What follows belongs to an exercise in optimizing a design on an open flow for small area and a short achievable clock period; a production flow would make more cautious choices.
At most, simulation tests tie the RTL to the original design; equivalence was not proved.
Power and IR drop assume default switching activity.

== main ==
==> module packet_router, before the edit <==
module packet_router #(
  parameter integer PATH_COUNT = 4,
  parameter integer DATA_WIDTH = 64
)(
  input   wire                                  iClk,
  input   wire                                  iRst,
  input   wire                                  iPktValid,
  input   wire  [DATA_WIDTH-1:0]                iPktData,
  output  wire  [DATA_WIDTH-1:0]                oData,
  output  wire  [PATH_COUNT-1:0]                oDataVld,
  input   wire  [PATH_COUNT-1:0] [31:0]         iRegMatchCriteria
);
reg  [3:0]            occ [0:3];  
reg  [3:0]            wp  [0:3];  
reg  [3:0]            rp  [0:3];  
reg  [DATA_WIDTH-1:0] mem [0:15];  
reg  [3:0]            sel;
reg  [DATA_WIDTH-1:0] dataOut;
reg  [3:0]            dataOutVld;
wire [3:0] wr;
genvar q, k;
generate
  for (q = 0; q < 4; q = q + 1) begin : g_wr
    assign wr[q] = iPktValid & (iRegMatchCriteria[q][31:28] == iPktData[DATA_WIDTH-1:DATA_WIDTH-4]);
  end
endgenerate
wire [3:0] ne = {occ[3][0], occ[2][0], occ[1][0], occ[0][0]};
wire [3:0] rd = sel & ne;
wire [DATA_WIDTH-1:0] head [0:3];
generate
  for (q = 0; q < 4; q = q + 1) begin : g_head
    assign head[q] = ({DATA_WIDTH{rp[q][0]}} & mem[4*q+0])
                   | ({DATA_WIDTH{rp[q][1]}} & mem[4*q+1])
                   | ({DATA_WIDTH{rp[q][2]}} & mem[4*q+2])
                   | ({DATA_WIDTH{rp[q][3]}} & mem[4*q+3]);
  end
endgenerate
wire [DATA_WIDTH-1:0] rdata = ({DATA_WIDTH{sel[0]}} & head[0])
                            | ({DATA_WIDTH{sel[1]}} & head[1])
                            | ({DATA_WIDTH{sel[2]}} & head[2])
                            | ({DATA_WIDTH{sel[3]}} & head[3]);
wire [3:0] ne_nxt;
generate
  for (q = 0; q < 4; q = q + 1) begin : g_q
    assign ne_nxt[q] = wr[q] | occ[q][1] | (occ[q][0] & ~sel[q]);
    always @(posedge iClk) begin
      if (iRst) begin
        occ[q] <= 4'b0000;
        wp[q]  <= 4'b0001;
        rp[q]  <= 4'b0001;
      end else begin
        if (wr[q] & ~rd[q])
          occ[q] <= {occ[q][2:0], 1'b1};
        else if (rd[q] & ~wr[q])
          occ[q] <= {1'b0, occ[q][3:1]};
        if (wr[q]) wp[q] <= {wp[q][2:0], wp[q][3]};
        if (rd[q]) rp[q] <= {rp[q][2:0], rp[q][3]};
      end
    end
    wire wfree = ~occ[q][3] | sel[q];
    for (k = 0; k < 4; k = k + 1) begin : g_slot
      always @(posedge iClk) begin
        if (wp[q][k] && wfree)
          mem[4*q+k] <= iPktData;
      end
    end
  end
endgenerate
function [3:0] rot(input [3:0] v, input integer n);
  integer m;
  begin
    rot = v;
    for (m = 0; m < n; m = m + 1)
      rot = {rot[2:0], rot[3]};
  end
endfunction
reg [3:0] sel_nxt;
integer j;
always @(*) begin
  sel_nxt = rot(sel, 1);
  for (j = 3; j >= 0; j = j - 1) begin
    if (ne_nxt & rot(sel, j + 1))
      sel_nxt = rot(sel, j + 1);
  end
end
always @(posedge iClk) begin
  if (iRst) begin
    sel        <= 4'b0010;
    dataOutVld <= 4'd0;
  end else begin
    sel        <= sel_nxt;
    dataOutVld <= rd;
  end
  dataOut <= rdata;
end
assign oData    = dataOut;
assign oDataVld = dataOutVld;
endmodule
Settings: LEC_CHECK=0, CAP_MARGIN=20, CORE_MARGIN=2, CORE_UTILIZATION=60, SETUP_SLACK_MARGIN=3.0, SLEW_MARGIN=20, TNS_END_PERCENT=5; clock period 5.0 ns.
run.sh (not shown) runs the stock make flow with config.mk's settings and CLKGATE_MAP_FILE= SYNTH_SCRIPT=/design/flow/synth_recipe.tcl, a recipe that flattens the netlist after the stock synthesis.
Inputs modified between main and the feature branch:
==> flow/design.v, changed modules only <==
module packet_router #(
  parameter integer PATH_COUNT = 4,
  parameter integer DATA_WIDTH = 64
)(
  input   wire                                  iClk,
  input   wire                                  iRst,
  input   wire                                  iPktValid,
  input   wire  [DATA_WIDTH-1:0]                iPktData,
  output  wire  [DATA_WIDTH-1:0]                oData,
  output  wire  [PATH_COUNT-1:0]                oDataVld,
  input   wire  [PATH_COUNT-1:0] [31:0]         iRegMatchCriteria
);
reg  [3:0]            ne;         
reg  [3:0]            wp [0:3];   
reg  [3:0]            rp [0:3];   
reg  [DATA_WIDTH-1:0] mem [0:15];  
reg  [3:0]            sel;
reg  [DATA_WIDTH-1:0] dataOut;
reg  [3:0]            dataOutVld;
wire [3:0] wr;
genvar q, k;
generate
  for (q = 0; q < 4; q = q + 1) begin : g_wr
    assign wr[q] = iPktValid & (iRegMatchCriteria[q][31:28] == iPktData[DATA_WIDTH-1:DATA_WIDTH-4]);
  end
endgenerate
wire [3:0] rd = sel & ne;
wire [DATA_WIDTH-1:0] head [0:3];
generate
  for (q = 0; q < 4; q = q + 1) begin : g_head
    assign head[q] = ({DATA_WIDTH{rp[q][0]}} & mem[4*q+0])
                   | ({DATA_WIDTH{rp[q][1]}} & mem[4*q+1])
                   | ({DATA_WIDTH{rp[q][2]}} & mem[4*q+2])
                   | ({DATA_WIDTH{rp[q][3]}} & mem[4*q+3]);
  end
endgenerate
wire [DATA_WIDTH-1:0] rdata = ({DATA_WIDTH{sel[0]}} & head[0])
                            | ({DATA_WIDTH{sel[1]}} & head[1])
                            | ({DATA_WIDTH{sel[2]}} & head[2])
                            | ({DATA_WIDTH{sel[3]}} & head[3]);
wire [3:0] ne_nxt;
generate
  for (q = 0; q < 4; q = q + 1) begin : g_q
    wire [3:0] rp_nxt = {rp[q][2:0], rp[q][3]};
    wire [3:0] wp_nxt = {wp[q][2:0], wp[q][3]};
    assign ne_nxt[q] = wr[q] | (ne[q] & ~(rd[q] & (rp_nxt == wp[q])));
    always @(posedge iClk) begin
      if (iRst) begin
        ne[q] <= 1'b0;
        wp[q] <= 4'b0001;
        rp[q] <= 4'b0001;
      end else begin
        ne[q] <= ne_nxt[q];
        if (wr[q]) wp[q] <= wp_nxt;
        if (rd[q]) rp[q] <= rp_nxt;
      end
    end
    wire full = ne[q] & (wp[q] == rp[q]);
    wire wfree = ~full | sel[q];
    for (k = 0; k < 4; k = k + 1) begin : g_slot
      always @(posedge iClk) begin
        if (wp[q][k] && wfree)
          mem[4*q+k] <= iPktData;
      end
    end
  end
endgenerate
reg [3:0] sel_nxt;
integer j;
always @(*) begin
  sel_nxt = {sel[2:0], sel[3]};
  for (j = 3; j >= 0; j = j - 1) begin
    if (ne_nxt & rot(sel, j + 1))
      sel_nxt = rot(sel, j + 1);
  end
end
function [3:0] rot(input [3:0] v, input integer n);
  integer m;
  begin
    rot = v;
    for (m = 0; m < n; m = m + 1)
      rot = {rot[2:0], rot[3]};
  end
endfunction
always @(posedge iClk) begin
  if (iRst) begin
    sel        <= 4'b0010;
    dataOutVld <= 4'd0;
  end else begin
    sel        <= sel_nxt;
    dataOutVld <= rd;
  end
  dataOut <= rdata;
end
assign oData    = dataOut;
assign oDataVld = dataOutVld;
endmodule
Results
- Looking at the feature branch and main, the sequential-to-total area share from yosys stat is a wash.
- Against main, cell area power density in the feature branch fell slightly.
- Of the two values seen for critical-path cell with the highest stage delay, a2111oi_4 was produced by main and dfxtp_4 by the feature branch.
- Critical path depth in cells: the feature branch lower than main
- Diff main -> the feature branch: slew of the pin with the lowest slew margin lost 23 ps; total power lost 2.0%.
The RTL of the feature branch was laid out without a check of its function.

[separate check: timing with driven ports]
No port has a modelled driver above. Below, the same layouts with a new extraction and two added sets of constraints. Step 1, drivers: a clkbuf_16 drives iClk and a buf_2 each remaining input, both assumed. Step 2 times the ports against the registers' clock, not the clock port: input delays grow and output delays shrink by t, the midpoint of the rising clock arrivals with the driver on. a / b / c = no drivers / after step 1 / after step 2; a / b = the first two.
run | t (ns) | setup WS [ns] | clock arrival spread, ns
main | 0.738 | 2.656 / 2.581 / 1.843 | 0.031 / 0.030
the feature branch | 0.730 | 2.437 / 2.437 / 1.828 | 0.025 / 0.025
After both steps setup and hold are still met in every run listed. The setup slack of main, which loses most, moves by -0.075 ns with the drivers and by -0.813 ns with both steps.
